This is an optimization exercise on Yosys and OpenROAD, whose aim is small area, a short achievable clock period and few clock cycles per item, not a production implementation. At most, simulation tests tie the RTL to the original design; equivalence was not proved. No functional check of the RTL was part of runs 3 and 7.

## flow/design.v

```verilog
module Reconstructor(
    input enable,
    input CLK,
    input reset,
    input [7:0]height,
    input [7:0]width,
    input Vector_sig,
    input [7:0]mv_x,
    input [7:0]addr_x,
    input [7:0]mv_y,
    input [7:0]addr_y,
    output Nxt_block_sig,
    input [1:0]data_type,
    output [15:0]Tindex,
    input [5:0]pdi,
    output [15:0]index,
    output we,
    output [8:0]datax_out,
    output [8:0]datay_out,
    output [5:0]pdo
    );
localparam IDLE = 3'd0, WAIT = 3'd1, S1 = 3'd2, RD0 = 3'd3, CMP = 3'd4, RD = 3'd5;
reg [2:0] state;
reg [15:0] I, N;          
reg jxN, jyN, nval;       
reg [4:0] preg;           
reg [1:0] btype;
reg [7:0] ry0, rx0;
reg hasx, hasy;
always @(posedge CLK) begin
  ry0 <= addr_y + mv_y[7:2];
  rx0 <= addr_x + mv_x[7:2];
  hasx <= |mv_x[1:0];
  hasy <= |mv_y[1:0];
end
function [4:0] oa;
  input jx, jy;
  input [1:0] rx, ry;
  reg [2:0] cx, cy;
  begin
    cx = jx ? {1'b0, rx} : (rx == 2'd0 ? 3'd4 : {1'b0, 2'd0 - rx});
    cy = jy ? {1'b0, ry} : (ry == 2'd0 ? 3'd4 : {1'b0, 2'd0 - ry});
    oa = cx * cy;
  end
endfunction
wire s_cmp = (state == CMP);
wire s_rd0 = (state == RD0);
wire wr = s_cmp & ({1'b0, preg} > pdi);
wire last = ~nval;
wire adv = s_rd0 | (s_cmp & ~last);    
wire nx_v = (~jxN & hasx) | (~jyN & hasy);
wire nx_x = ~jxN & hasx;
wire nx_y = (~jxN & hasx) ? jyN : 1'b1;
wire tmode = (state == IDLE) | (state == WAIT) | (s_cmp & last);
wire tgt_x = (state == S1) ? 1'b0 : (state == RD) ? jxN : nx_x;
wire tgt_y = (state == S1) ? 1'b0 : (state == RD) ? jyN : nx_y;
wire [7:0] op = tmode ? addr_y : ry0 + {7'd0, tgt_y};
wire [7:0] ax = tmode ? addr_x : rx0 + {7'd0, tgt_x};
wire [15:0] W16 = {8'd0, width};
wire [15:0] M = {8'hFF, ~(width & {8{~op[0]}})}
              + (op[1] ? W16 << 1 : 16'd0) + (op[2] ? W16 << 2 : 16'd0)
              + (op[3] ? W16 << 3 : 16'd0) + (op[4] ? W16 << 4 : 16'd0)
              + (op[5] ? W16 << 5 : 16'd0) + (op[6] ? W16 << 6 : 16'd0)
              + (op[7] ? W16 << 7 : 16'd0) + {8'd0, ax};
assign Nxt_block_sig = (state == WAIT) | (s_cmp & last & ~wr);
assign Tindex = N;
assign index = (s_rd0 | (s_cmp & ~wr)) ? N : I;
assign we = wr;
assign pdo = {1'b0, preg};
assign datax_out = {1'b0, mv_x};
assign datay_out = {1'b0, mv_y};
always @(posedge CLK or posedge reset)
  if (reset)
    state <= IDLE;
  else
    case (state)
      IDLE: if (enable) state <= WAIT;
      WAIT: if (Vector_sig) state <= S1;
      S1:   state <= RD0;
      RD0:  state <= CMP;
      CMP:  if (last) state <= (~wr & Vector_sig) ? S1 : WAIT;
            else if (wr) state <= RD;
      RD:   state <= CMP;
      default: state <= IDLE;
    endcase
always @(posedge CLK) begin
  N <= M;
  if (state == S1) begin
    jxN <= 1'b0; jyN <= 1'b0; nval <= 1'b1;
  end
  if (s_rd0)
    btype <= data_type;
  if (adv) begin
    I <= N;
    preg <= oa(jxN, jyN, mv_x[1:0], mv_y[1:0]) + {(s_rd0 ? data_type : btype), 2'b00};
    nval <= nx_v; jxN <= nx_x; jyN <= nx_y;
  end
end
endmodule
```

## flow/flow/run.sh

```bash
#!/bin/bash
# Standard layout, with every port buffered by sky130_fd_sc_hd__buf_1.
set -euo pipefail
export BUFFER_PORTS_ARGS="-buffer_cell sky130_fd_sc_hd__buf_1"
bash standard.sh > standard.log 2>&1
```

## flow/standard.sh

```bash
#!/bin/bash
# synth_recipe.tcl (not shown) runs the flow's synth.tcl, then flattens the netlist and writes it again
# the make line also repeats each setting of config.mk as NAME=value (left out here)
make -C /OpenROAD-flow-scripts/flow DESIGN_CONFIG=/design/flow/config.mk WORK_HOME=/design/flow/orfs CLKGATE_MAP_FILE= SYNTH_SCRIPT=/design/flow/synth_recipe.tcl "${@:-finish}"
```

## flow/config.mk

```make
export PLATFORM = sky130hd
export DESIGN_NAME = Reconstructor
export DESIGN_NICKNAME = Reconstructor
export VERILOG_FILES = /design/flow/design.v
export SDC_FILE = /design/flow/constraint.sdc
export NUM_CORES = 4
export LEC_CHECK = 0
export ABC_CLOCK_PERIOD_IN_PS = 6000
export CAP_MARGIN = 20
export CORE_MARGIN = 2
export CORE_UTILIZATION = 40
export CTS_BUF_LIST = sky130_fd_sc_hd__clkbuf_8
export CTS_CLUSTER_SIZE = 30
export PLACE_DENSITY = 0.6
export SETUP_SLACK_MARGIN = 4.5
export SLEW_MARGIN = 20
```

## flow/constraint.sdc

```tcl
create_clock -name core_clock -period 11.0 [get_ports {CLK}]
set_input_delay 2.2000 -clock core_clock [delete_from_list [all_inputs] [get_ports {CLK}]]
set_output_delay 2.2000 -clock core_clock [all_outputs]
set_load 0.01 [all_outputs]
```

==> impl_metrics.py, run 1 <==
metrics = {
    "yosys": {
        "synth_top_family_by_area": "adder cells",
        "yosys.area_share.adder": 0.3121,
        "synth_compound_area_frac": 0.07935,
        "synth_cell_types": 54,
        "synth_top_cell_area_share": 0.1719,
        "async_flop_share": 0.04762,
        "synthSimpleGateAreaFrac": 0.1523,
        "ys_seq_elements": 63,
        "ys_seq_area_frac": 0.2657,
        "synthXorXnorAreaFrac": 0.05217,
        "synth-main-ff-cell": "dfxtp_1",
        "muxShareOfSynthArea": 0.05261,
        "synth_most_common_cell": "inv_1",
        "synth_edf_count": 24,
        "synth.avg_cell_area_um2": 9.808,
        "synth.area.top_cells": "fa_1 (17%), ha_1 (14%), dfxtp_1 (13%)",
        "yosys_warnings": 1,
        "syn_inst": 582,
        "yosysTopAreaCell": "fa_1",
        "synthTopCellsByCount": "inv_1 (75), ha_1 (64), nand2_1 (53)",
        "netlist_area_mm2": 0.005708,
    },
    "clocking": {
        "cts_buffer_depth": 2,
        "clkTransAtPathRegs_ns": 0.07,
        "h-tree-depth": 3,
        "cts_hold_buf": 0,
        "cts_buffers": 9,
        "cts-root-buf": "clkbuf_8",
        "cts_sinks": 63,
        "cts_tree": "yes",
        "clk_latency_ns": 0.34,
    },
    "grt": {
        "overflow": 0,
        "track_usage": 0.1495,
        "grt_pass1_vias": 3955,
        "grt_pass1_wl_mm": 17.99,
        "antenna_found_initial": 0,
        "grt_max_degree": 24,
    },
    "routing": {
        "wl_mm": 11.14,
        "drt-pass1-iter-count": 7,
        "post_drt_wl_per_cell_um": 12.97,
        "drt-initial-drc-count": 194,
        "via_count": 4199,
        "via_per_inst": 4.888,
        "drc": 0,
        "ant_nets": 0,
    },
    "sta": {
        "min_period_ns": 6.336,
        "fin_tns_setup_ns": 0,
        "tightest_slew_ns": 0.8766,
        "rsz0062_at_grt": "no",
        "holdWs_ns": 0.4610,
        "drv_slew": 0,
        "finClkSkew_ns": 0.01218,
        "relSlewSlack": 0.4142,
        "hold_viol": 0,
        "max_freq_mhz": 157.8,
        "setup_violations": 0,
        "fin_crit_sh": 0.5760,
    },
    "cells_and_area": {
        "final.fill_count": 1360,
        "seq_area_mm2": 0.001516,
        "diodes": 0,
        "multiInputGateArea_mm2": 0.003754,
        "design_area_mm2": 0.006394,
        "area_growth_pct": 12.01,
        "post-route-util": 0.4588,
        "nets": 847,
        "drive_gt1_frac": 0.06922,
    },
    "floorplan": {
        "ios": 118,
        "start_util": 0.4096,
        "fp-row-count": 43,
        "die_area_mm2": 0.01524,
        "coreArea_mm2": 0.01393,
        "dieWidth_um": 123.5,
        "die_h_um": 123.5,
    },
    "critical_path": {
        "cpPeakStageDelay_ns": 0.37,
        "cp.arrival_ns": 4.14,
        "critical_path_class": "primary input to output pin",
        "rr_startpoint": "jxN",
        "end_kind": "output pin",
        "required_ns": 8.80,
        "path_cells": "buf_1, inv_1, ha_1, and3_4, and3_4, a211o_1, a21bo_4, mux2_4, buf_1",
        "crit_fanout": 16,
        "startpoint": "pdi[3]",
        "worst_path_max_delay_cell": "a211o_1",
        "startpoint_type": "primary input",
        "crit_buf_inv": 3,
        "cp_top_family": "compound AO/OA/AOI/OAI gates",
    },
    "min_path": {
        "min_from": "N[15]",
        "hold_path.class": "flip-flop to flip-flop",
    },
    "placed_design": {
        "placed_area_mm2": 0.006142,
        "gp_congestion": 0.7918,
        "hpwl_mm": 9.154,
        "portBuffers": 106,
    },
    "job": {
        "drv_cap": 0,
    },
    "run_status": {
        "status": "timing/DRC/antenna clean",
    },
}
## flip-flops by register name, indices dropped and copies added (netlist names)
register	count
state	3
jxN	1
rx0	8
preg	5
hasx	1
nval	1
N	16
hasy	1
I	16
btype	2
jyN	1
ry0	8
## worst reg2reg max path, cell delays in order, from the launching register on
cell	delay, ns
edfxtp_1	0.43
nand2b_1	0.23
o21ai_0	0.13
a21oi_1	0.20
ha_1	0.19
and3_1	0.23
nand3_1	0.11
xor2_1	0.16
o21ai_1	0.41
nand2_1	0.15
fa_1	0.52
fa_1	0.52
inv_1	0.06
fa_1	0.47
inv_1	0.05
fa_1	0.52
inv_1	0.04
ha_1	0.35
nand3_1	0.10
o211ai_1	0.12
o32ai_1	0.45
o21ai_0	0.20
xor2_1	0.16
## logic make-up (layout without fill, tap and decap cells)
group | after synthesis | count (layout)
AND/OR/NAND/NOR | 173 | 173
adder cells (fa/ha/maj) | 113 | 113
buffers and inverters | 103 | 198
AO/OA/AOI/OAI | 71 | 71
flip-flops | 63 | 63
XOR/XNOR | 34 | 34
multiplexers | 24 | 24
other | 1 | 3
## routing by layer
metal | up-vias | track usage | wire length [um]
li1 | 2089 | - | -
met1 | 1971 | 0.2013 | 5425
met2 | 127 | 0.2438 | 4982
met3 | 12 | 0.02952 | 596
met4 | 0 | 0.04332 | 134
met5 | - | 0 | 0
## worst paths after layout
kind                       slack (ns)  cells after the start        end
max                              4.66                      9  index[11]
min                              0.46                      0      I[15]
max reg2reg                      5.08                     22      N[13]
min reg2reg                      0.46                      0      I[15]
max in group asynchronous        9.17                      2   state[2]
min in group asynchronous        1.69                      2   state[1]
## through the flow
stage | std cells | setup WS (ns)
global route | 859 | 4.524
floorplan | 584 | 4.811
CTS | 859 | 4.605
finish | 859 | 4.664
detailed placement | 843 | 4.054
global placement | 843 | 4.097
## cells in the final DEF (no fill, tap or decap), drive strengths merged, types with 3 or more instances in the layout
master,count
xnor2,21
conb,3
clkinv,3
clkbuf,9
or2,3
mux2i,6
nor3,5
o21ai,20
mux2,18
a21oi,18
buf,107
ha,64
nor2b,30
inv,75
and2,17
nand2,53
fa,49
dfxtp,36
o211ai,5
edfxtp,24
dfrtp,3
xor2,13
a211oi,4
nor2,28
a21o,5
nand2b,9
and3,5
nand3,15
## final cells by class
type                    instances  share of cell area
clock buffers                   9             0.01937
inverters                      75             0.04403
well taps                     180             0.03523
clock inverters                 7             0.01370
repair buffers                107             0.06341
flip-flops and latches         63              0.2372
multi-input cells             418              0.5871
## timing repair
item | CTS | global route
setup buffers | 0 | 0
hold endpoints to repair | 0 | 0
endpoints found under the setup margin | 18 | 3
gates resized for setup | 3 | 8
Testbench counts, summed over its fixed seeds: cycles 37,029, vectors 5,350.
==> run 2, diff against run 1 <==
==> flow/flow/run.sh (replaced) <==
#!/bin/bash
# Standard layout, with every port buffered by sky130_fd_sc_hd__buf_1 and a
# clock tree of clkbuf_8 without dummy loads.
set -euo pipefail
export BUFFER_PORTS_ARGS="-buffer_cell sky130_fd_sc_hd__buf_1"
export CTS_ARGS="-sink_clustering_enable -repair_clock_nets -dont_use_dummy_load -buf_list sky130_fd_sc_hd__clkbuf_8 -sink_clustering_size 30 -sink_clustering_max_diameter 150"
bash standard.sh > standard.log 2>&1
==> run 2 against run 1 <==
  * First-iteration DRC count fell by 31%
  * Non-clock buffer count did not move
  * Utilization fell by 0.63 points
  * Via count fell by 0.57%
  * Register-to-register slack barely moved
  * Die area did not move
  * Wire length fell by 0.39%
  * Critical path type unchanged
==> impl_metrics.py, run 2 <==
metrics = {
    "run_status": {
        "status": "timing/DRC/antenna clean",
    },
    "clocking": {
        "cts_buffer_depth": 2,
        "clkTransAtPathRegs_ns": 0.06,
        "h-tree-depth": 3,
        "cts_sinks": 63,
        "clk_latency_ns": 0.33,
        "cts_tree": "yes",
        "cts-root-buf": "clkbuf_8",
        "cts_hold_buf": 0,
        "cts_buffers": 9,
    },
    "yosys": {
        "netlist_area_mm2": 0.005708,
        "synth_compound_area_frac": 0.07935,
        "synth_top_cell_area_share": 0.1719,
        "syn_inst": 582,
        "synth_top_family_by_area": "adder cells",
        "synth_cell_types": 54,
        "synth_most_common_cell": "inv_1",
        "yosys.area_share.adder": 0.3121,
        "synth_edf_count": 24,
        "synth.area.top_cells": "fa_1 (17%), ha_1 (14%), dfxtp_1 (13%)",
        "synth-main-ff-cell": "dfxtp_1",
        "async_flop_share": 0.04762,
        "ys_seq_area_frac": 0.2657,
        "yosys_warnings": 1,
        "muxShareOfSynthArea": 0.05261,
        "yosysTopAreaCell": "fa_1",
        "synthXorXnorAreaFrac": 0.05217,
        "ys_seq_elements": 63,
        "synthTopCellsByCount": "inv_1 (75), ha_1 (64), nand2_1 (53)",
        "synthSimpleGateAreaFrac": 0.1523,
        "synth.avg_cell_area_um2": 9.808,
    },
    "critical_path": {
        "critical_path_class": "primary input to output pin",
        "crit_fanout": 16,
        "critical_path_cell_count": 9,
        "crit-reg2reg-capture": "N[13]",
        "r2r_cells": 22,
        "cp.arrival_ns": 4.14,
        "required_ns": 8.80,
        "endpoint": "index[11]",
        "cp_top_family": "compound AO/OA/AOI/OAI gates",
        "ff2ff_setup_slack_ns": 5.07,
        "startpoint_type": "primary input",
        "startpoint": "pdi[3]",
        "rr_startpoint": "jxN",
        "cpPeakStageDelay_ns": 0.37,
        "path_cells": "buf_1, inv_1, ha_1, and3_4, and3_4, a211o_1, a21bo_4, mux2_4, buf_1",
        "crit_buf_inv": 3,
        "worst_path_max_delay_cell": "a211o_1",
        "end_kind": "output pin",
    },
    "placed_design": {
        "portBuffers": 106,
        "gp_congestion": 0.7918,
        "hpwl_mm": 9.154,
        "placed_area_mm2": 0.006142,
    },
    "cells_and_area": {
        "reg_top3": "I x16, N x16",
        "design_area_mm2": 0.006306,
        "layout_commonest_cell": "buf_1",
        "diodes": 0,
        "post-route-util": 0.4525,
        "final_cell_mix": "buf_1 (106), inv_1 (75), ha_1 (64)",
        "area_growth_pct": 10.48,
        "nets": 847,
        "final.fill_count": 1365,
        "drive_gt1_frac": 0.06250,
    },
    "job": {
        "drv_cap": 0,
    },
    "sta": {
        "relSlewSlack": 0.4153,
        "drv_slew": 0,
        "rsz0062_at_grt": "no",
        "max_freq_mhz": 157.8,
        "tightest_slew_ns": 0.8750,
        "hold_viol": 0,
        "finClkSkew_ns": 0.01066,
        "holdWs_ns": 0.4592,
        "setup_violations": 0,
        "fin_crit_sh": 0.5761,
        "min_period_ns": 6.337,
        "fin_tns_setup_ns": 0,
    },
    "grt": {
        "grt_pass1_wl_mm": 17.88,
        "overflow": 0,
        "track_usage": 0.1487,
        "grt_max_degree": 24,
        "antenna_found_initial": 0,
        "grt_pass1_vias": 3967,
    },
    "routing": {
        "via_per_inst": 4.900,
        "drt-initial-drc-count": 133,
        "wl_mm": 11.10,
        "drt-pass1-iter-count": 5,
        "ant_nets": 0,
        "drc": 0,
        "via_count": 4175,
        "post_drt_wl_per_cell_um": 13.02,
    },
    "floorplan": {
        "coreArea_mm2": 0.01393,
        "die_h_um": 123.5,
        "dieWidth_um": 123.5,
        "fp-row-count": 43,
        "ios": 118,
        "start_util": 0.4096,
        "die_area_mm2": 0.01524,
    },
    "min_path": {
        "hold_path.class": "flip-flop to flip-flop",
    },
}
[run 2: cell counts after synthesis]
No cell type changed its count.
[run 2: metrics by stage]
stage          instances  setup WS [ns]
2_1_floorplan        584          4.811
3_3_place_gp         843          4.097
3_5_place_dp         843          4.054
4_1_cts              852          4.596
5_1_grt              852          4.510
6_report             852          4.663
[run 2: final cells by class]
type,instances,area [um2],area share
multi-input combinational,418,3754,0.5952
timing repair buffer,107,405.4,0.06429
inverter,75,281.5,0.04464
tap,180,225.2,0.03571
sequential,63,1516,0.2405
clock buffer,9,123.9,0.01964
[run 2: worst min-delay path by stage]
stage / startpoint / to / slack, ns / cells after the start
2_1_floorplan: btype[1] / btype[1] / 0.47 / 1
3_3_place_gp: N[15] / I[15] / 0.44 / 0
3_5_place_dp: N[15] / I[15] / 0.45 / 0
4_1_cts: N[15] / I[15] / 0.46 / 0
5_1_grt: N[15] / I[15] / 0.47 / 0
6_report: N[15] / I[15] / 0.46 / 0
[run 2: worst reg2reg max path: stages, from the launching register on]
cell,delay [ns]
edfxtp_1,0.43
nand2b_1,0.23
o21ai_0,0.13
a21oi_1,0.20
ha_1,0.19
and3_1,0.23
nand3_1,0.11
xor2_1,0.16
o21ai_1,0.42
nand2_1,0.15
fa_1,0.52
fa_1,0.52
inv_1,0.06
fa_1,0.47
inv_1,0.05
fa_1,0.52
inv_1,0.04
ha_1,0.35
nand3_1,0.10
o211ai_1,0.12
o32ai_1,0.45
o21ai_0,0.20
xor2_1,0.16
[run 2: repair_timing]
item	in CTS	in global routing
setup buffers	0	0
setup endpoints to repair	18	3
resized for setup	3	8
[run 2: per-layer routing]
layer  vias to the layer above  GRT usage  wire length (um)
li1                       2081          -                 -
met1                      1967     0.1993              5463
met2                       119     0.2435              4980
met3                         8    0.02952               544
met4                         0    0.04332               108
met5                         -          0                 0
[run 2: cell families after synthesis]
logic type / Yosys count
xor+xnor: 34
other cells: 1
compound gates: 71
mux: 24
fa+ha+maj: 113
simple gates: 173
flops: 63
buf+inv: 103
==> run 3, diff against run 2 <==
--- a/flow/design.v
+++ b/flow/design.v
@@ -56,12 +56,24 @@
 wire tgt_y = (state == S1) ? 1'b0 : (state == RD) ? jyN : nx_y;
 wire [7:0] op = tmode ? addr_y : ry0 + {7'd0, tgt_y};
 wire [7:0] ax = tmode ? addr_x : rx0 + {7'd0, tgt_x};
-wire [15:0] W16 = {8'd0, width};
-wire [15:0] M = {8'hFF, ~(width & {8{~op[0]}})}
-              + (op[1] ? W16 << 1 : 16'd0) + (op[2] ? W16 << 2 : 16'd0)
-              + (op[3] ? W16 << 3 : 16'd0) + (op[4] ? W16 << 4 : 16'd0)
-              + (op[5] ? W16 << 5 : 16'd0) + (op[6] ? W16 << 6 : 16'd0)
-              + (op[7] ? W16 << 7 : 16'd0) + {8'd0, ax};
+function [8:0] bpp;              
+  input b2, b1, b0;
+  input [7:0] w;
+  reg one, two;
+  begin
+    one = b1 ^ b0;
+    two = (b2 & ~b1 & ~b0) | (~b2 & b1 & b0);
+    bpp = ({9{one}} & {1'b0, w} | {9{two}} & {w, 1'b0}) ^ {9{b2}};
+  end
+endfunction
+wire [8:0] pp0 = bpp(op[1], op[0], 1'b0, width);
+wire [8:0] pp1 = bpp(op[3], op[2], op[1], width);
+wire [8:0] pp2 = bpp(op[5], op[4], op[3], width);
+wire [8:0] pp3 = bpp(op[7], op[6], op[5], width);
+wire [15:0] ex = {~op[7], 1'b1, ~op[5], 1'b1, ~op[3], 1'b1, ~op[1], 1'b1,
+                  1'b0, op[7], 1'b0, op[5], 1'b0, op[3], 1'b0, op[1]};
+wire [15:0] M = {7'd0, pp0} + {5'd0, pp1, 2'd0} + {3'd0, pp2, 4'd0} + {1'd0, pp3, 6'd0}
+              + {op[7] ? width : 8'd0, 8'd0} + ex + {8'd0, ax} + {8'd0, ~width};
 assign Nxt_block_sig = (state == WAIT) | (s_cmp & last & ~wr);
 assign Tindex = N;
 assign index = (s_rd0 | (s_cmp & ~wr)) ? N : I;
==> flow/flow/run.sh (replaced) <==
#!/bin/bash
# Standard layout, with every port buffered by sky130_fd_sc_hd__buf_1.
set -euo pipefail
export BUFFER_PORTS_ARGS="-buffer_cell sky130_fd_sc_hd__buf_1"
bash standard.sh > standard.log 2>&1
==> run 3 against run 2 <==
  * Die area increased by 16%
  * Critical path depth increased by 10
  * Synthesized area increased by 17%
  * First-iteration DRC count increased to 3.6 times the previous value
  * Wire length increased by 53%
  * Cell count increased by 28%
  * Non-clock buffer count increased by 33
  * Still clean
  * Register-to-register slack got worse by 0.36 ns
==> impl_metrics.py, run 3 <==
metrics = {
    "run_status": {
        "status": "timing/DRC/antenna clean",
    },
    "grt": {
        "antenna_found_initial": 0,
        "track_usage": 0.1973,
        "overflow": 0,
        "grt_pass1_wl_mm": 28.40,
        "grt_max_degree": 24,
        "grt_pass1_vias": 5734,
    },
    "yosys": {
        "synth_top_cell_area_share": 0.1276,
        "synth_most_common_cell": "inv_1",
        "async_flop_share": 0.04762,
        "netlist_area_mm2": 0.006670,
        "ys_seq_elements": 63,
        "synthTopCellsByCount": "inv_1 (91), ha_1 (68), a21oi_1 (52)",
        "synth-main-ff-cell": "dfxtp_1",
        "synth_edf_count": 24,
        "ys_seq_area_frac": 0.2273,
        "synth.area.top_cells": "ha_1 (13%), fa_1 (12%), dfxtp_1 (11%)",
        "yosys_warnings": 1,
        "synth.avg_cell_area_um2": 8.731,
        "synth_cell_types": 69,
        "yosysTopAreaCell": "ha_1",
        "syn_inst": 764,
    },
    "critical_path": {
        "cpPeakStageDelay_ns": 0.53,
        "path_cells": "buf_2, or3_4, o31a_4, and3_4, or4_4, fa_1, inv_1, fa_1, inv_2, fa_1, inv_2, ha_4, ha_4, o21ai_2, a21bo_2, nor2_2, nand2_2, o2111ai_2, or3b_4",
        "required_ns": 11.22,
        "critical_path_class": "primary input to flip-flop",
        "ff2ff_setup_slack_ns": 4.71,
        "rr_startpoint": "state[1]",
        "crit_buf_inv": 4,
        "r2r_cells": 27,
        "cp_common_cell": "fa_1",
        "crit_fanout": 5,
        "cp_top_family": "adder cells",
        "end_kind": "flip-flop",
        "worst_path_max_delay_cell": "or4_4",
        "critical_path_cell_count": 19,
        "startpoint_type": "primary input",
        "crit-reg2reg-capture": "N[14]",
        "cp.arrival_ns": 6.69,
    },
    "floorplan": {
        "dieWidth_um": 133.1,
        "die_h_um": 133.1,
        "ios": 118,
        "die_area_mm2": 0.01772,
        "start_util": 0.4051,
        "coreArea_mm2": 0.01647,
        "fp-row-count": 47,
    },
    "clocking": {
        "cts_buffer_depth": 2,
        "cts_hold_buf": 0,
        "h-tree-depth": 3,
        "cts_tree": "yes",
        "clkTransAtPathRegs_ns": 0.07,
        "cts-root-buf": "clkbuf_8",
        "cts_sinks": 63,
        "cts_buffers": 9,
        "clk_latency_ns": 0.34,
    },
    "sta": {
        "fin_crit_sh": 0.5879,
        "max_freq_mhz": 154.6,
        "final.setup.worst_slack_ns": 4.533,
        "rsz0062_at_grt": "yes",
        "tightest_slew_ns": 1.003,
        "hold_viol": 0,
        "fin_tns_setup_ns": 0,
        "finClkSkew_ns": 0.01268,
        "drv_slew": 0,
        "setup_violations": 0,
        "relSlewSlack": 0.3299,
        "min_period_ns": 6.467,
    },
    "placed_design": {
        "gp_congestion": 0.8905,
        "placed_area_mm2": 0.007233,
        "portBuffers": 106,
        "hpwl_mm": 12.46,
        "placed_cells": 1043,
        "pre_cts_ws_ns": 3.558,
    },
    "cells_and_area": {
        "layout_commonest_cell": "buf_1",
        "area_growth_pct": 18.83,
        "final_cell_mix": "buf_1 (94), inv_1 (87), ha_1 (61)",
        "drive_gt1_frac": 0.1632,
        "nets": 1033,
        "final.fill_count": 1605,
        "seq_area_mm2": 0.001518,
        "multiInputGateArea_mm2": 0.004900,
        "diodes": 0,
        "reg_top3": "I x16, N x16",
        "fin_cells": 1090,
        "design_area_mm2": 0.007926,
    },
    "routing": {
        "drt-pass1-iter-count": 5,
        "wl_mm": 17.03,
        "via_per_inst": 5.472,
        "ant_nets": 0,
        "post_drt_wl_per_cell_um": 15.62,
        "drt-initial-drc-count": 484,
        "via_count": 5965,
        "drc": 0,
    },
    "job": {
        "drv_cap": 0,
    },
    "min_path": {
        "min_from": "btype[1]",
        "min_path_cells": 2,
        "hold_end": "btype[1]",
        "hold_path.class": "flip-flop to flip-flop",
    },
}
==> run 3: worst max-delay path by stage <==
stage                     startpoint     to  slack, ns
after floorplan            addr_y[5]  N[14]       4.44
after global placement     addr_y[1]  N[13]       3.61
after detailed placement   addr_y[1]  N[13]       3.56
after CTS                  addr_y[7]  N[14]       4.50
after global routing       addr_y[1]  N[14]       4.41
final                      addr_y[7]  N[14]       4.53
==> run 3: layer usage <==
metal / global-route usage / vias up / share of wire
met5: 0 / - / 0
met4: 0.05615 / 0 / 0.018
met3: 0.03767 / 22 / 0.054
met2: 0.3305 / 179 / 0.48
met1: 0.2617 / 2858 / 0.45
li1: - / 2906 / -
==> run 3: kinds of logic (layout without fill, tap and decap cells) <==
| logic type | count (synthesis) | in the layout | share of synthesized area |
|---|---|---|---|
| AO/OA/AOI/OAI | 189 | 191 | 0.1919 |
| XOR/XNOR | 50 | 50 | 0.06678 |
| adder cells (fa/ha/maj) | 108 | 108 | 0.2476 |
| buffers and inverters | 147 | 249 | 0.09398 |
| flip-flops | 63 | 63 | 0.2273 |
| multiplexers | 14 | 14 | 0.02195 |
| other | 1 | 3 | 0.0005622 |
| AND/OR/NAND/NOR | 192 | 192 | 0.1499 |
==> run 3: final cells by class <==
type	instances	share of cell area
Clock buffer	11	0.01910
Timing Repair Buffer	140	0.08808
Inverter	93	0.04594
Sequential cell	63	0.1915
Multi-Input combinational cell	558	0.6182
Clock inverter	5	0.002526
Tap cell	220	0.03473
==> run 3: worst register-to-register path, cell delays in order (launching register included) <==
cell	delay, ns
dfrtp_2	0.61
nor2b_1	0.12
nand2_1	0.10
a21oi_1	0.07
nor2_1	0.17
ha_1	0.29
inv_1	0.09
o32a_2	0.39
a21oi_2	0.18
buf_6	0.16
inv_8	0.05
xnor2_4	0.14
and3_4	0.15
or4_4	0.53
fa_1	0.49
inv_1	0.05
fa_1	0.49
inv_2	0.04
fa_1	0.51
inv_2	0.04
ha_4	0.21
ha_4	0.28
o21ai_2	0.06
a21bo_2	0.21
nor2_2	0.11
nand2_2	0.09
o2111ai_2	0.16
or3b_4	0.38
==> run 3: metrics by stage <==
| stage | util | hold WS, ns |
|---|---|---|
| 2_1_floorplan | - | 0.4546 |
| 3_3_place_gp | 0.4393 | 0.4715 |
| 3_5_place_dp | 0.4393 | 0.4761 |
| 4_1_cts | 0.4701 | 0.4897 |
| 5_1_grt | 0.4814 | 0.5258 |
| 6_report | 0.4814 | 0.4830 |
==> run 3: timing repair <==
action                                  4_1_cts  5_1_grt
cloned                                        3        0
pin swaps                                     7       24
endpoints found under the setup margin        8        6
resized for setup                            41       38
setup buffers                                21        7
==> run 4, diff against run 3 <==
==> flow/design.v (replaced) <==
module Reconstructor(
    input enable,
    input CLK,
    input reset,
    input [7:0]height,
    input [7:0]width,
    input Vector_sig,
    input [7:0]mv_x,
    input [7:0]addr_x,
    input [7:0]mv_y,
    input [7:0]addr_y,
    output Nxt_block_sig,
    input [1:0]data_type,
    output [15:0]Tindex,
    input [5:0]pdi,
    output [15:0]index,
    output we,
    output [8:0]datax_out,
    output [8:0]datay_out,
    output [5:0]pdo
    );
localparam IDLE = 3'd0, WAIT = 3'd1, S1 = 3'd2, RD0 = 3'd3, CMP = 3'd4, RD = 3'd5;
reg [2:0] state;
reg [15:0] I, N;          
reg jxN, jyN, nval;       
reg [4:0] preg;           
reg [1:0] btype;
reg hasx, hasy;
always @(posedge CLK) begin
  hasx <= |mv_x[1:0];
  hasy <= |mv_y[1:0];
end
function [4:0] oa;
  input jx, jy;
  input [1:0] rx, ry;
  reg [2:0] cx, cy;
  begin
    cx = jx ? {1'b0, rx} : (rx == 2'd0 ? 3'd4 : {1'b0, 2'd0 - rx});
    cy = jy ? {1'b0, ry} : (ry == 2'd0 ? 3'd4 : {1'b0, 2'd0 - ry});
    oa = cx * cy;
  end
endfunction
wire s_cmp = (state == CMP);
wire s_rd0 = (state == RD0);
wire wr = s_cmp & ({1'b0, preg} > pdi);
wire last = ~nval;
wire adv = s_rd0 | (s_cmp & ~last);    
wire nx_v = (~jxN & hasx) | (~jyN & hasy);
wire nx_x = ~jxN & hasx;
wire nx_y = (~jxN & hasx) ? jyN : 1'b1;
reg [2:0] ns;
always @(*)
  case (state)
    IDLE: ns = enable ? WAIT : IDLE;
    WAIT: ns = Vector_sig ? S1 : WAIT;
    S1:   ns = RD0;
    RD0:  ns = CMP;
    CMP:  ns = last ? ((~wr & Vector_sig) ? S1 : WAIT) : (wr ? RD : CMP);
    RD:   ns = CMP;
    default: ns = IDLE;
  endcase
wire kx = (state == S1) ? 1'b0 : adv ? nx_x : jxN;
wire ky = (state == S1) ? 1'b0 : adv ? nx_y : jyN;
wire kx_nx = ~kx & hasx;
wire ky_nx = (~kx & hasx) ? ky : 1'b1;
wire tx = (ns == S1) ? 1'b0 : (ns == RD) ? kx : kx_nx;
wire ty = (ns == S1) ? 1'b0 : (ns == RD) ? ky : ky_nx;
reg [7:0] ryc, rxc;
always @(posedge CLK) begin
  ryc <= addr_y + mv_y[7:2] + {7'd0, ty};
  rxc <= addr_x + mv_x[7:2] + {7'd0, tx};
end
wire tmode = (state == IDLE) | (state == WAIT) | (s_cmp & last);
wire [7:0] op = tmode ? addr_y : ryc;
wire [7:0] ax = tmode ? addr_x : rxc;
wire [15:0] W16 = {8'd0, width};
wire [15:0] M = {8'hFF, ~(width & {8{~op[0]}})}
              + (op[1] ? W16 << 1 : 16'd0) + (op[2] ? W16 << 2 : 16'd0)
              + (op[3] ? W16 << 3 : 16'd0) + (op[4] ? W16 << 4 : 16'd0)
              + (op[5] ? W16 << 5 : 16'd0) + (op[6] ? W16 << 6 : 16'd0)
              + (op[7] ? W16 << 7 : 16'd0) + {8'd0, ax};
assign Nxt_block_sig = (state == WAIT) | (s_cmp & last & ~wr);
assign Tindex = N;
assign index = (s_rd0 | (s_cmp & ~wr)) ? N : I;
assign we = wr;
assign pdo = {1'b0, preg};
assign datax_out = {1'b0, mv_x};
assign datay_out = {1'b0, mv_y};
always @(posedge CLK or posedge reset)
  if (reset)
    state <= IDLE;
  else
    state <= ns;
always @(posedge CLK) begin
  N <= M;
  if (state == S1) begin
    jxN <= 1'b0; jyN <= 1'b0; nval <= 1'b1;
  end
  if (s_rd0)
    btype <= data_type;
  if (adv) begin
    I <= N;
    preg <= oa(jxN, jyN, mv_x[1:0], mv_y[1:0]) + {(s_rd0 ? data_type : btype), 2'b00};
    nval <= nx_v; jxN <= nx_x; jyN <= nx_y;
  end
end
endmodule
==> run 4 against run 3 <==
  * Still clean
  * Sequential cell count unchanged
  * Global-route usage down 4.1 points
  * Synthesized area decreased by 17%
==> impl_metrics.py, run 4 <==
metrics = {
    "sta": {
        "drv_slew": 0,
        "hold_viol": 0,
        "relSlewSlack": 0.4009,
        "setup_violations": 0,
        "fin_tns_setup_ns": 0,
        "tightest_slew_ns": 0.8964,
        "rsz0062_at_grt": "no",
        "max_freq_mhz": 157.5,
        "fin_crit_sh": 0.5771,
        "finClkSkew_ns": 0.01364,
        "min_period_ns": 6.349,
    },
    "yosys": {
        "synth_top_cell_area_share": 0.1852,
        "yosys_warnings": 1,
        "synth_edf_count": 24,
        "synthSimpleGateAreaFrac": 0.1276,
        "muxShareOfSynthArea": 0.07877,
        "yosysTopAreaCell": "fa_1",
        "synth_cell_types": 57,
        "yosys.area_share.adder": 0.3169,
        "synth-main-ff-cell": "dfxtp_1",
        "synth_most_common_cell": "inv_1",
        "netlist_area_mm2": 0.005512,
        "ys_seq_area_frac": 0.2751,
        "synth.avg_cell_area_um2": 10.28,
        "async_flop_share": 0.04762,
        "ys_seq_elements": 63,
        "syn_inst": 536,
        "synth.area.top_cells": "fa_1 (19%), ha_1 (13%), dfxtp_1 (13%)",
        "synth_compound_area_frac": 0.08127,
        "synth_top_family_by_area": "adder cells",
        "synthTopCellsByCount": "inv_1 (71), ha_1 (58), fa_1 (51), nand2_1 (51), dfxtp_1 (36)",
        "synthXorXnorAreaFrac": 0.03655,
    },
    "critical_path": {
        "worst_path_max_delay_cell": "a32o_4",
        "rr_startpoint": "state[2]",
        "startpoint": "pdi[3]",
        "r2r_cells": 17,
        "path_cells": "buf_1, inv_1, ha_1, and3_4, a31o_1, a21o_4, a32o_4, mux2_4, buf_1",
        "endpoint": "index[12]",
        "required_ns": 8.80,
        "crit_fanout": 16,
        "startpoint_type": "primary input",
        "cpPeakStageDelay_ns": 0.42,
        "critical_path_class": "primary input to output pin",
        "crit_buf_inv": 3,
        "critical_path_cell_count": 9,
        "end_kind": "output pin",
        "cp_top_family": "compound AO/OA/AOI/OAI gates",
        "cp.arrival_ns": 4.15,
        "crit-reg2reg-capture": "N[13]",
        "cp_common_cell": "buf_1",
        "ff2ff_setup_slack_ns": 5.48,
    },
    "routing": {
        "ant_nets": 0,
        "drt-pass1-iter-count": 4,
        "wl_mm": 10.82,
        "via_count": 3985,
        "drt-initial-drc-count": 256,
        "drc": 0,
        "post_drt_wl_per_cell_um": 13.30,
        "via_per_inst": 4.896,
    },
    "floorplan": {
        "ios": 118,
        "coreArea_mm2": 0.01335,
        "start_util": 0.4129,
        "die_area_mm2": 0.01473,
        "fp-row-count": 42,
        "die_h_um": 121.4,
        "dieWidth_um": 121.4,
    },
    "placed_design": {
        "portBuffers": 106,
        "gp_congestion": 0.8258,
        "placed_area_mm2": 0.005961,
        "hpwl_mm": 9.001,
    },
    "cells_and_area": {
        "nets": 802,
        "area_growth_pct": 12.87,
        "final_cell_mix": "buf_1 (106), inv_1 (73), ha_1 (57)",
        "design_area_mm2": 0.006221,
        "layout_commonest_cell": "buf_1",
        "post-route-util": 0.4661,
        "reg_top3": "I x16, N x16",
        "diodes": 0,
        "drive_gt1_frac": 0.08777,
    },
    "clocking": {
        "cts-root-buf": "clkbuf_8",
        "clkTransAtPathRegs_ns": 0.06,
        "cts_tree": "yes",
        "cts_buffer_depth": 2,
        "cts_hold_buf": 0,
        "cts_sinks": 63,
        "clk_latency_ns": 0.35,
        "h-tree-depth": 3,
        "cts_buffers": 9,
    },
    "grt": {
        "grt_max_degree": 22,
        "grt_pass1_vias": 4071,
        "track_usage": 0.1564,
        "overflow": 0,
        "grt_pass1_wl_mm": 18.34,
        "antenna_found_initial": 0,
    },
    "min_path": {
        "hold_path.class": "flip-flop to flip-flop",
    },
    "run_status": {
        "status": "timing/DRC/antenna clean",
    },
    "job": {
        "drv_cap": 0,
    },
}
-- run 4: cell count changes after synthesis, moves of 16 or more --
cell,before,now
a21oi_1,52,16
a22oi_1,17,1
and2_1,3,25
clkbuf_1,30,2
inv_1,91,71
nand2_1,35,51
nand3_1,35,6
nor2_1,44,25
o211ai_1,17,1
o21ai_0,30,13
xnor2_1,37,16
-- run 4: what timing repair did --
| item | 4_1_cts | 5_1_grt |
|---|---|---|
| pin swaps | 0 | 1 |
| buffers inserted | 0 | 1 |
| gates resized for setup | 4 | 6 |
| endpoints found under the setup margin | 17 | 1 |
-- run 4: worst min path at each step --
| stage | slack, ns | endpoint | cells past startpoint | startpoint |
|---|---|---|---|---|
| 2_1_floorplan | 0.47 | btype[0] | 1 | btype[0] |
| 3_3_place_gp | 0.44 | I[15] | 0 | N[15] |
| 3_5_place_dp | 0.45 | I[15] | 0 | N[15] |
| 4_1_cts | 0.47 | I[15] | 0 | N[15] |
| 5_1_grt | 0.49 | I[15] | 0 | N[15] |
| 6_report | 0.46 | I[15] | 0 | N[15] |
-- run 4: layout make-up --
| cell class | instances | area (um2) |
|---|---|---|
| fillers | 1275 | 7127 |
| multi-input cells | 379 | 3582 |
| well taps | 176 | 220.2 |
| inverters | 71 | 266.5 |
| clock inverters | 6 | 77.57 |
| clock buffers | 10 | 137.6 |
| repair buffers | 109 | 420.4 |
| flip-flops and latches | 63 | 1516 |
-- run 4: cells by family after synthesis --
kind of cell	after synthesis
AOI/OAI and AO/OA	66
DFF	63
adders and majority gates	109
muxes	36
other	1
buffers and inverters	96
xor gates and xnor gates	23
and+or+nand+nor	142
-- run 4: worst reg2reg max path: cells and delay by family, from the launching register on --
family          cells  cell delay [ns]
compound gates      3             0.51
fa+ha+maj           5             2.40
flops               1             0.51
mux                 1             0.46
simple gates        5             1.18
buf+inv             3             0.36
-- run 4: routing by layer --
| layer | wire, um | GRT usage |
|---|---|---|
| met1 | 4881 | 0.1908 |
| met2 | 5260 | 0.2693 |
| met3 | 502 | 0.03712 |
| met4 | 179 | 0.05603 |
| met5 | 0 | 0 |
-- run 4: metrics by stage --
stage / cells / worst slack, ns / hold slack (ns)
floorplan: 538 / 4.580 / 0.4744
global placement: 797 / 4.013 / 0.4431
detailed placement: 797 / 3.955 / 0.4496
CTS: 813 / 4.577 / 0.4657
global route: 814 / 4.509 / 0.4873
finish: 814 / 4.651 / 0.4636
Testbench counts of run 4, summed over its fixed seeds: cycles 37,029, vectors 5,350.
==> run 5, diff against run 4 <==
==> flow/flow/run.sh (replaced) <==
#!/bin/bash
# Standard layout, with every port buffered by sky130_fd_sc_hd__buf_1 and a
# clock tree of clkbuf_8 without dummy loads.
set -euo pipefail
export BUFFER_PORTS_ARGS="-buffer_cell sky130_fd_sc_hd__buf_1"
export CTS_ARGS="-sink_clustering_enable -repair_clock_nets -dont_use_dummy_load -buf_list sky130_fd_sc_hd__clkbuf_8 -sink_clustering_size 30 -sink_clustering_max_diameter 150"
bash standard.sh > standard.log 2>&1
==> flow/config.mk (replaced) <==
export PLATFORM = sky130hd
export DESIGN_NAME = Reconstructor
export DESIGN_NICKNAME = Reconstructor
export VERILOG_FILES = /design/flow/design.v
export SDC_FILE = /design/flow/constraint.sdc
export NUM_CORES = 4
export LEC_CHECK = 0
export CAP_MARGIN = 20
export CORE_MARGIN = 2
export CORE_UTILIZATION = 60
export CTS_BUF_LIST = sky130_fd_sc_hd__clkbuf_8
export CTS_CLUSTER_SIZE = 30
export PLACE_DENSITY = 0.75
export SETUP_SLACK_MARGIN = 4.5
export SLEW_MARGIN = 20
==> run 5 against run 4 <==
  * Still clean on timing, DRC and antenna
  * Sequential cell count unchanged
  * Worst setup slack better by 0.0051 ns
  * Non-clock buffer count down 3
  * Critical path depth up 7
  * Sequential share of layout area up 0.82 points
  * Largest cell class unchanged
==> impl_metrics.py, run 5 <==
metrics = {
    "run_status": {
        "status": "timing/DRC/antenna clean",
    },
    "sta": {
        "min_period_ns": 6.344,
        "max_freq_mhz": 157.6,
        "final.setup.worst_slack_ns": 4.657,
        "relSlewSlack": 0.3202,
        "rsz0062_at_grt": "yes",
        "setup_violations": 0,
        "tightest_slew_ns": 1.019,
        "drv_slew": 0,
        "hold_viol": 0,
        "fin_crit_sh": 0.5767,
        "finClkSkew_ns": 0.02903,
        "fin_tns_setup_ns": 0,
    },
    "yosys": {
        "synth_most_common_cell": "inv_1",
        "ys_seq_area_frac": 0.2751,
        "syn_inst": 536,
        "synth.area.top_cells": "fa_1 (19%), ha_1 (13%), dfxtp_1 (13%)",
        "synth_edf_count": 24,
        "synthTopCellsByCount": "inv_1 (71), ha_1 (58), fa_1 (51), nand2_1 (51), dfxtp_1 (36)",
        "ys_seq_elements": 63,
        "synth_top_cell_area_share": 0.1852,
        "netlist_area_mm2": 0.005512,
        "async_flop_share": 0.04762,
        "yosysTopAreaCell": "fa_1",
        "synth_cell_types": 57,
        "synth.avg_cell_area_um2": 10.28,
        "synth-main-ff-cell": "dfxtp_1",
        "yosys_warnings": 1,
    },
    "critical_path": {
        "startpoint_type": "primary input",
        "required_ns": 11.29,
        "end_kind": "flip-flop",
        "critical_path_class": "primary input to flip-flop",
        "cp.arrival_ns": 6.63,
        "crit_fanout": 8,
    },
    "cells_and_area": {
        "diodes": 0,
        "final_cell_mix": "buf_1 (106), inv_1 (71), ha_1 (57)",
        "area_growth_pct": 9.194,
        "drive_gt1_frac": 0.07643,
        "reg_top3": "I x16, N x16",
        "layout_commonest_cell": "buf_1",
        "final.fill_count": 742,
        "nets": 799,
    },
    "clocking": {
        "cts_tree": "yes",
        "cts_buffers": 9,
        "clkTransAtPathRegs_ns": 0.08,
        "clk_latency_ns": 0.34,
        "cts-root-buf": "clkbuf_8",
        "cts_sinks": 63,
        "cts_buffer_depth": 2,
        "h-tree-depth": 3,
        "cts_hold_buf": 0,
        "postCtsSetupRepairBufs": 0,
    },
    "floorplan": {
        "dieWidth_um": 99.85,
        "coreArea_mm2": 0.008806,
        "start_util": 0.6259,
        "fp-row-count": 34,
        "ios": 118,
        "die_area_mm2": 0.009969,
        "die_h_um": 99.85,
    },
    "placed_design": {
        "pre_cts_ws_ns": 3.966,
        "gp_congestion": 0.8519,
        "portBuffers": 106,
        "hpwl_mm": 8.671,
    },
    "grt": {
        "antenna_found_initial": 0,
        "grt_pass1_wl_mm": 18.03,
        "grt_max_degree": 22,
        "track_usage": 0.2275,
        "overflow": 0,
        "grt_pass1_vias": 4006,
    },
    "routing": {
        "post_drt_wl_per_cell_um": 14.32,
        "via_per_inst": 5.413,
        "wl_mm": 10.54,
        "drc": 0,
        "drt-initial-drc-count": 136,
        "via_count": 3984,
        "drt-pass1-iter-count": 4,
        "ant_nets": 0,
    },
    "job": {
        "drv_cap": 0,
    },
    "min_path": {
        "hold_path.class": "flip-flop to flip-flop",
    },
}
[run 5: cell counts after synthesis]
No cell type changed its count.
[run 5: cell type report]
type,instances,area [um2],area share
sequential,63,1516,0.2520
tap,108,135.1,0.02245
clock buffer,9,123.9,0.02058
inverter,71,266.5,0.04428
timing repair buffer,106,397.9,0.06611
multi-input combinational,379,3578,0.5946
[run 5: final timing paths]
check,start,end,slack (ns),depth (start not counted)
max in group asynchronous,reset,state[1],9.17,2
min reg2reg,N[11],I[11],0.43,0
min in group asynchronous,reset,state[2],1.70,2
min,N[11],I[11],0.43,0
max reg2reg,state[2],N[13],4.99,16
max,addr_y[0],N[13],4.66,16
[run 5: per-layer routing]
metal | global-route usage | vias to the layer above | wire [um]
met4 | 0.07376 | 0 | 175
met1 | 0.2914 | 1894 | 4849
met3 | 0.04526 | 16 | 552
li1 | - | 1944 | -
met2 | 0.3903 | 130 | 4961
met5 | 0 | - | 0
[run 5: repair_timing]
action                     in CTS  in global routing
gates resized for setup         4                  4
setup endpoints to repair      17                 17
gates cloned                    0                  0
pin swaps                       0                  1
[run 5: worst max-delay path, cell delays in order]
cell and delay [ns]:
buf_1 0.11, mux2i_2 0.42, and2_1 0.21, fa_1 0.44, fa_1 0.52, inv_1 0.05, fa_1 0.47, inv_1 0.05
fa_1 0.52, inv_1 0.04, ha_2 0.36, o21ai_0 0.12, o21ai_1 0.23, a21boi_0 0.17, or4b_2 0.63, nand3_1 0.08
[run 5: cells by family after synthesis]
kind of cell	Yosys count	synth area share
flip-flops	63	0.2751
multiplexers	36	0.07877
AO/OA/AOI/OAI	66	0.08127
adder cells (fa/ha/maj)	109	0.3169
other	1	0.0006804
buffers and inverters	96	0.08309
XOR/XNOR	23	0.03655
AND/OR/NAND/NOR	142	0.1276
[run 5: stage by stage]
step	instances	hold slack [ns]	util	instance area (um2)
after detailed placement	727	0.4515	0.6655	5861
after global routing	736	0.4558	0.6834	6018
after floorplan	538	0.4744	-	5519
final	736	0.4256	0.6834	6018
after CTS	736	0.4378	0.6806	5993
after global placement	727	0.4450	0.6655	5861
==> run 6, diff against run 5 <==
--- a/flow/config.mk
+++ b/flow/config.mk
@@ -5,11 +5,12 @@
 export SDC_FILE = /design/flow/constraint.sdc
 export NUM_CORES = 4
 export LEC_CHECK = 0
+export ABC_CLOCK_PERIOD_IN_PS = 6000
 export CAP_MARGIN = 20
 export CORE_MARGIN = 2
-export CORE_UTILIZATION = 60
+export CORE_UTILIZATION = 40
 export CTS_BUF_LIST = sky130_fd_sc_hd__clkbuf_8
 export CTS_CLUSTER_SIZE = 30
-export PLACE_DENSITY = 0.75
+export PLACE_DENSITY = 0.6
 export SETUP_SLACK_MARGIN = 4.5
 export SLEW_MARGIN = 20
==> run 6 against run 5 <==
  * Maximum frequency decreased by 0.11%
  * Worst setup slack got worse by 0.0072 ns
  * Synthesized cell count unchanged
  * Global-route usage decreased by 7.0 points
  * Sequential share of layout area decreased by 0.46 points
  * Utilization decreased by 22 points
  * Critical path type is now primary input to output pin
==> impl_metrics.py, run 6 <==
metrics = {
    "run_status": {
        "status": "timing/DRC/antenna clean",
    },
    "floorplan": {
        "dieWidth_um": 121.4,
        "ios": 118,
        "die_h_um": 121.4,
        "start_util": 0.4129,
        "coreArea_mm2": 0.01335,
        "die_area_mm2": 0.01473,
        "fp-row-count": 42,
    },
    "sta": {
        "setup_violations": 0,
        "holdWs_ns": 0.4606,
        "fin_tns_setup_ns": 0,
        "relSlewSlack": 0.4031,
        "fin_crit_sh": 0.5773,
        "finClkSkew_ns": 0.02028,
        "tightest_slew_ns": 0.8931,
        "rsz0062_at_grt": "no",
        "hold_viol": 0,
        "max_freq_mhz": 157.5,
        "drv_slew": 0,
        "min_period_ns": 6.351,
        "final.setup.worst_slack_ns": 4.649,
    },
    "routing": {
        "via_per_inst": 4.916,
        "met2_length_mm": 5.264,
        "ant_nets": 0,
        "top_layer": "met4",
        "wl_met3_um": 522,
        "via_count": 3967,
        "wl_met1_mm": 4.858,
        "drt-initial-drc-count": 257,
        "drt-pass1-iter-count": 4,
        "post_drt_wl_per_cell_um": 13.41,
        "drc": 0,
        "wl_mm": 10.83,
    },
    "critical_path": {
        "crit-reg2reg-capture": "N[13]",
        "crit_buf_inv": 3,
        "cp.arrival_ns": 4.15,
        "rr_startpoint": "state[2]",
        "cpPeakStageDelay_ns": 0.43,
        "startpoint_type": "primary input",
        "critical_path_class": "primary input to output pin",
        "cp_common_cell": "buf_1",
        "end_kind": "output pin",
        "worst_path_max_delay_cell": "a32o_4",
        "path_cells": "buf_1, inv_1, ha_1, and3_4, a31o_1, a21o_4, a32o_4, mux2_4, buf_1",
        "required_ns": 8.80,
        "ff2ff_setup_slack_ns": 5.47,
        "r2r_cells": 17,
        "crit_fanout": 16,
        "cp_top_family": "compound AO/OA/AOI/OAI gates",
    },
    "clocking": {
        "cts_sinks": 63,
        "h-tree-depth": 3,
        "clk_latency_ns": 0.35,
        "cts_buffers": 9,
        "clkTransAtPathRegs_ns": 0.07,
        "cts_buffer_depth": 2,
        "cts-root-buf": "clkbuf_8",
        "cts_tree": "yes",
        "cts_hold_buf": 0,
    },
    "yosys": {
        "async_flop_share": 0.04762,
        "synth_edf_count": 24,
        "yosys_warnings": 1,
        "synth_cell_types": 57,
        "synth.avg_cell_area_um2": 10.28,
        "synth_top_cell_area_share": 0.1852,
        "yosysTopAreaCell": "fa_1",
        "netlist_area_mm2": 0.005512,
        "ys_seq_area_frac": 0.2751,
        "synth.area.top_cells": "fa_1 (19%), ha_1 (13%), dfxtp_1 (13%)",
        "ys_seq_elements": 63,
        "synth_most_common_cell": "inv_1",
        "syn_inst": 536,
        "synthTopCellsByCount": "inv_1 (71), ha_1 (58), fa_1 (51), nand2_1 (51), dfxtp_1 (36)",
        "synth-main-ff-cell": "dfxtp_1",
    },
    "min_path": {
        "min_path_cells": 0,
        "min_from": "N[2]",
        "hold_path.class": "flip-flop to flip-flop",
        "hold_end": "I[2]",
    },
    "job": {
        "drv_cap": 0,
    },
    "cells_and_area": {
        "final_cell_mix": "buf_1 (106), inv_1 (71), ha_1 (57)",
        "diodes": 0,
        "layout_commonest_cell": "buf_1",
        "area_growth_pct": 11.21,
        "reg_top3": "I x16, N x16",
        "nets": 802,
        "drive_gt1_frac": 0.08082,
    },
    "placed_design": {
        "gp_congestion": 0.8258,
        "hpwl_mm": 9.001,
        "pre_cts_ws_ns": 3.955,
        "portBuffers": 106,
    },
    "grt": {
        "overflow": 0,
        "grt_pass1_vias": 4058,
        "antenna_found_initial": 0,
        "grt_max_degree": 22,
        "track_usage": 0.1575,
        "grt_pass1_wl_mm": 18.36,
    },
}
## run 6: cell counts after synthesis
Identical to the previous run, type by type.
## run 6: logic make-up (layout without fill, tap and decap cells)
| logic type | after synthesis | count (layout) | share of synthesized area |
|---|---|---|---|
| AND/OR/NAND/NOR | 142 | 142 | 0.1276 |
| adder cells (fa/ha/maj) | 109 | 109 | 0.3169 |
| buffers and inverters | 96 | 189 | 0.08309 |
| AO/OA/AOI/OAI | 66 | 66 | 0.08127 |
| flip-flops | 63 | 63 | 0.2751 |
| multiplexers | 36 | 36 | 0.07877 |
| XOR/XNOR | 23 | 23 | 0.03655 |
| other | 1 | 3 | 0.0006804 |
## run 6: stage by stage
step | instances | area, um2 | utilization
after floorplan | 538 | 5519 | -
after global placement | 797 | 5961 | 0.4466
after detailed placement | 797 | 5961 | 0.4466
after CTS | 806 | 6100 | 0.4570
after global routing | 807 | 6130 | 0.4592
final | 807 | 6130 | 0.4592
## run 6: repair_timing
| action | 4_1_cts | 5_1_grt |
|---|---|---|
| setup endpoints to repair | 17 | 1 |
| resized for setup | 4 | 6 |
| cloned | 0 | 0 |
| pin swaps | 0 | 1 |
| hold endpoints to repair | 0 | 0 |
| buffers inserted | 0 | 1 |
## run 6: final cells by class
class                           instances  area, um2
Timing Repair Buffer                  109      420.4
Sequential cell                        63       1516
Multi-Input combinational cell        379       3582
Tap cell                              176      220.2
Fill cell                            1282       7218
Clock buffer                            9      123.9
Inverter                               71      266.5
## run 6: worst max path at each step
stage	slack (ns)	startpoint	cells after the start	end
2_1_floorplan	4.58	addr_y[6]	14	N[13]
5_1_grt	4.51	addr_y[6]	15	N[13]
3_3_place_gp	4.01	addr_y[4]	16	N[13]
6_report	4.65	pdi[3]	9	index[12]
4_1_cts	4.57	addr_y[6]	15	N[13]
3_5_place_dp	3.95	addr_y[4]	16	N[13]
## run 6: per-layer routing
| layer | track usage | vias to the layer above |
|---|---|---|
| li1 | - | 1950 |
| met1 | 0.1911 | 1903 |
| met2 | 0.2697 | 101 |
| met3 | 0.04558 | 13 |
| met4 | 0.04957 | 0 |
| met5 | 0 | - |
==> run 7, diff against run 6 <==
==> flow/design.v (replaced) <==
module Reconstructor(
    input enable,
    input CLK,
    input reset,
    input [7:0]height,
    input [7:0]width,
    input Vector_sig,
    input [7:0]mv_x,
    input [7:0]addr_x,
    input [7:0]mv_y,
    input [7:0]addr_y,
    output Nxt_block_sig,
    input [1:0]data_type,
    output [15:0]Tindex,
    input [5:0]pdi,
    output [15:0]index,
    output we,
    output [8:0]datax_out,
    output [8:0]datay_out,
    output [5:0]pdo
    );
localparam IDLE = 3'd0, WAIT = 3'd1, S1 = 3'd2, RD = 3'd3, TL = 3'd4, WR = 3'd5;
reg [2:0] state;
reg [15:0] N;             
reg [1:0] kN;             
reg [1:0] kP;             
reg pv;                   
reg tv;                   
reg [3:0] f;              
reg [4:0] preg;           
reg [1:0] btype;
reg [7:0] ry0, rx0;
reg [1:0] rx, ry;
reg ser;                  
always @(posedge CLK) begin
  ry0 <= addr_y + mv_y[7:2];
  rx0 <= addr_x + mv_x[7:2];
  rx <= mv_x[1:0];
  ry <= mv_y[1:0];
  ser <= (width == 8'd0) | (width == 8'd1) | (width == 8'd255);
end
wire hasx = |rx, hasy = |ry;
function [4:0] oa;
  input [1:0] k;
  input [1:0] rx, ry;
  reg [2:0] cx, cy;
  begin
    cx = k[0] ? {1'b0, rx} : (rx == 2'd0 ? 3'd4 : {1'b0, 2'd0 - rx});
    cy = k[1] ? {1'b0, ry} : (ry == 2'd0 ? 3'd4 : {1'b0, 2'd0 - ry});
    oa = cx * cy;
  end
endfunction
wire [1:0] tsel = tv ? btype : data_type;
wire [4:0] pN = oa(kN, rx, ry) + {tsel, 2'b00};    
wire s_rd = (state == RD), s_tl = (state == TL), s_wr = (state == WR);
wire gt = {1'b0, preg} > pdi;
wire nv = (~kN[0] & hasx) | (~kN[1] & hasy);
wire [1:0] nxt = (~kN[0] & hasx) ? {kN[1], 1'b1} : 2'b10;
wire [3:0] fr = s_wr ? f & ~(4'b0001 << kN) : f;
wire [1:0] ff = fr[0] ? 2'd0 : fr[1] ? 2'd1 : fr[2] ? 2'd2 : 2'd3;
wire fany = |fr;
reg [1:0] tgt;
reg tmode;
always @(*) begin
  tgt = kN; tmode = 1'b0;
  case (state)
    S1: tgt = 2'd0;
    RD: if (nv & ~ser) tgt = nxt;
    TL: if (fany) tgt = ff;
        else if (ser & nv) tgt = nxt;
        else tmode = 1'b1;
    WR: if (fany) tgt = ff; else tmode = 1'b1;
    default: tmode = 1'b1;
  endcase
end
wire [7:0] op = tmode ? addr_y : ry0 + {7'd0, tgt[1]};
wire [7:0] ax = tmode ? addr_x : rx0 + {7'd0, tgt[0]};
wire [15:0] W16 = {8'd0, width};
wire [15:0] M = {8'hFF, ~(width & {8{~op[0]}})}
              + (op[1] ? W16 << 1 : 16'd0) + (op[2] ? W16 << 2 : 16'd0)
              + (op[3] ? W16 << 3 : 16'd0) + (op[4] ? W16 << 4 : 16'd0)
              + (op[5] ? W16 << 5 : 16'd0) + (op[6] ? W16 << 6 : 16'd0)
              + (op[7] ? W16 << 7 : 16'd0) + {8'd0, ax};
wire tl_done = s_tl & ~fany & ~(ser & nv);    
assign Nxt_block_sig = (state == WAIT) | (tl_done & ~gt);
assign Tindex = N;
assign index = N;
assign we = (s_tl & gt) | s_wr;
assign pdo = {1'b0, pN};
assign datax_out = {1'b0, mv_x};
assign datay_out = {1'b0, mv_y};
always @(posedge CLK or posedge reset)
  if (reset)
    state <= IDLE;
  else
    case (state)
      IDLE: if (enable) state <= WAIT;
      WAIT: if (Vector_sig) state <= S1;
      S1:   state <= RD;
      RD:   if (~nv | ser) state <= TL;
      TL:   if (fany) state <= WR;
            else if (ser & nv) state <= RD;
            else state <= (~gt & Vector_sig) ? S1 : WAIT;
      WR:   if (~fany) state <= WAIT;
      default: state <= IDLE;
    endcase
always @(posedge CLK) begin
  N <= M;
  kN <= tgt;
  case (state)
    S1: begin pv <= 1'b0; tv <= 1'b0; f <= 4'd0; end
    RD: begin
      if (pv) f[kP] <= gt;
      kP <= kN; pv <= 1'b1;
      preg <= pN;
      if (~tv) btype <= data_type;
      tv <= 1'b1;
    end
    TL: pv <= 1'b0;
    WR: f <= fr;
    default: ;
  endcase
end
endmodule
==> run 7 against run 6 <==
  * Synthesized area is 16% higher
  * Highest routed layer unchanged
  * Sequential share of layout area shrank 6.7 points
  * Cell count rose by 25%
  * Register-to-register slack worse by 0.75 ns
==> impl_metrics.py, run 7 <==
metrics = {
    "run_status": {
        "status": "timing/DRC/antenna clean",
    },
    "job": {
        "drv_cap": 0,
    },
    "sta": {
        "min_period_ns": 6.284,
        "hold_viol": 0,
        "relSlewSlack": 0.3900,
        "rsz0062_at_grt": "yes",
        "max_freq_mhz": 159.1,
        "finClkSkew_ns": 0.01474,
        "tightest_slew_ns": 0.9123,
        "fin_tns_setup_ns": 0,
        "setup_violations": 0,
        "final.setup.worst_slack_ns": 4.716,
        "fin_crit_sh": 0.5713,
        "drv_slew": 0,
    },
    "clocking": {
        "clkTransAtPathRegs_ns": 0.07,
        "cts_buffers": 9,
        "clk_latency_ns": 0.36,
        "cts_sinks": 57,
        "cts_hold_buf": 0,
        "cts_buffer_depth": 2,
        "h-tree-depth": 3,
        "cts_tree": "yes",
        "cts-root-buf": "clkbuf_8",
    },
    "routing": {
        "drt-pass1-iter-count": 4,
        "post_drt_wl_per_cell_um": 14.08,
        "via_per_inst": 5.006,
        "drt-initial-drc-count": 256,
        "via_count": 5036,
        "ant_nets": 0,
        "wl_mm": 14.16,
        "drc": 0,
    },
    "yosys": {
        "yosys_warnings": 1,
        "ys_seq_elements": 57,
        "synth_top_cell_area_share": 0.1535,
        "netlist_area_mm2": 0.006390,
        "synthTopCellsByCount": "inv_1 (96), ha_1 (71), fa_1 (49)",
        "yosysTopAreaCell": "fa_1",
        "ys_seq_area_frac": 0.2044,
        "synth_most_common_cell": "inv_1",
        "synth_edf_count": 15,
        "async_flop_share": 0.05263,
        "synth.avg_cell_area_um2": 9.141,
        "synth-main-ff-cell": "dfxtp_1",
        "synth_cell_types": 77,
        "synth.area.top_cells": "fa_1 (15%), ha_1 (14%), dfxtp_1 (12%)",
        "syn_inst": 699,
    },
    "critical_path": {
        "cp_common_cell": "fa_1",
        "cp_top_family": "adder cells",
        "worst_path_max_delay_cell": "fa_2",
        "startpoint_type": "flip-flop",
        "critical_path_cell_count": 24,
        "critical_path_class": "flip-flop to flip-flop",
        "crit-reg2reg-capture": "N[14]",
        "crit_fanout": 5,
        "cpPeakStageDelay_ns": 0.63,
        "endpoint": "N[14]",
        "crit_buf_inv": 3,
        "ff2ff_setup_slack_ns": 4.72,
        "startpoint": "state[0]",
        "cp.arrival_ns": 6.52,
        "end_kind": "flip-flop",
        "required_ns": 11.23,
        "path_cells": "or3b_4, a21oi_4, a31o_2, a21oi_1, a31oi_1, ha_2, ha_4, xor2_2, nor2_2, a221oi_4, buf_4, nand4_1, fa_2, fa_1, fa_1, inv_1, fa_1, ha_4, nor2b_2, o31a_1, o211ai_1, buf_4, a211o_1, nand4_1",
        "rr_startpoint": "state[0]",
        "r2r_cells": 24,
    },
    "grt": {
        "antenna_found_initial": 0,
        "track_usage": 0.1727,
        "grt_pass1_wl_mm": 22.96,
        "grt_max_degree": 18,
        "grt_pass1_vias": 4781,
        "overflow": 0,
    },
    "cells_and_area": {
        "final_cell_mix": "buf_1 (106), inv_1 (94), ha_1 (64)",
        "reg_top3": "N x16, rx0 x8, ry0 x8",
        "largest-register": "N",
        "nets": 972,
        "drive_gt1_frac": 0.1405,
        "layout_commonest_cell": "buf_1",
        "largest_reg_flops": 16,
        "area_growth_pct": 14.18,
        "post-route-util": 0.4626,
        "diodes": 0,
    },
    "placed_design": {
        "portBuffers": 106,
        "hpwl_mm": 10.75,
        "gp_congestion": 0.7948,
        "pre_cts_ws_ns": 2.890,
    },
    "floorplan": {
        "start_util": 0.4052,
        "die_h_um": 130.4,
        "ios": 118,
        "die_area_mm2": 0.01700,
        "dieWidth_um": 130.4,
        "fp-row-count": 46,
        "coreArea_mm2": 0.01577,
    },
    "min_path": {
        "hold_path.class": "flip-flop to flip-flop",
    },
}
## run 7: area by class of cell
class                           instances  area, um2
Inverter                               97      372.9
Timing Repair Buffer                  138      635.6
Fill cell                            1608       8474
Multi-Input combinational cell        489       4574
Tap cell                              216      270.3
Clock buffer                            9      123.9
Sequential cell                        57       1319
## run 7: logic make-up (layout without fill, tap and decap cells)
group | count (synthesis) | after routing | synth area share
AO/OA/AOI/OAI | 111 | 111 | 0.1255
XOR/XNOR | 30 | 30 | 0.04112
adder cells (fa/ha/maj) | 120 | 120 | 0.2925
buffers and inverters | 155 | 244 | 0.1151
flip-flops | 57 | 57 | 0.2044
multiplexers | 13 | 13 | 0.02134
other | 1 | 3 | 0.0005869
AND/OR/NAND/NOR | 212 | 212 | 0.1993
## run 7: worst min-delay path by stage
stage,startpoint,endpoint,cells after the start
floorplan,kN[1],kP[1],0
global placement,btype[1],btype[1],1
detailed placement,btype[1],btype[1],1
CTS,state[2],state[1],1
global route,kN[1],kN[1],2
finish,kN[1],kN[1],2
## run 7: routing by layer
layer  up-vias  GRT usage  share of wire
met1      2374     0.2253           0.45
met5         -          0              0
met4         0    0.04881          0.014
li1       2553          -              -
met2        93     0.2941           0.50
met3        16    0.03339          0.034
## run 7: timing repair
| item | CTS | global route |
|---|---|---|
| gates resized for setup | 18 | 40 |
| buffers inserted | 8 | 24 |
| setup endpoints to repair | 11 | 7 |
| pin swaps | 6 | 31 |
## run 7: metrics by stage
step	area, um2	cells	hold slack [ns]
2_1_floorplan	6397	701	0.4451
3_3_place_gp	6694	965	0.5830
3_5_place_dp	6694	965	0.5946
4_1_cts	6933	982	0.5744
5_1_grt	7296	1006	0.6202
6_report	7296	1006	0.5910
## run 7: worst min-delay path, cell delays in order, from the launching register on
cell,delay (ns)
dfxtp_4,0.37
a21oi_1,0.11
a31oi_1,0.06

## static timing again, ports no longer ideal
No port has a modelled driver above. Below, the same layouts with a new extraction and two added sets of constraints. Step 1 (the two cells are an assumption about what drives the block):
set clk [get_ports {CLK}]
set_driving_cell -lib_cell sky130_fd_sc_hd__clkbuf_16 $clk
set_driving_cell -lib_cell sky130_fd_sc_hd__buf_2 [delete_from_list [all_inputs] $clk]
Step 2 also shifts input and output timing later by t, the mid clock arrival at the registers, as if the neighbouring blocks saw the same clock. a / b / c = no drivers / after step 1 / after step 2; a / b = the first two.
run	t (ns)	setup WS [ns]	clock arrival spread, ns	slew at the worst register clock pin (ns)
run 1	0.369	4.664 / 4.640 / 4.416	0.014 / 0.013	0.08 / 0.08
run 2	0.359	4.663 / 4.639 / 4.424	0.011 / 0.011	0.07 / 0.07
run 3	0.374	4.533 / 4.537 / 4.163	0.013 / 0.013	0.07 / 0.07
run 4	0.380	4.651 / 4.626 / 4.342	0.013 / 0.014	0.07 / 0.07
run 5	0.361	4.656 / 4.664 / 4.308	0.029 / 0.029	0.08 / 0.08
run 6	0.374	4.649 / 4.624 / 4.342	0.021 / 0.020	0.07 / 0.07
run 7	0.390	4.716 / 4.716 / 4.375	0.016 / 0.016	0.07 / 0.07
After both steps setup and hold are still met in every run listed. For run 3, which loses most, drivers alone change the setup slack by +0.004 ns; drivers and shift together by -0.370 ns.
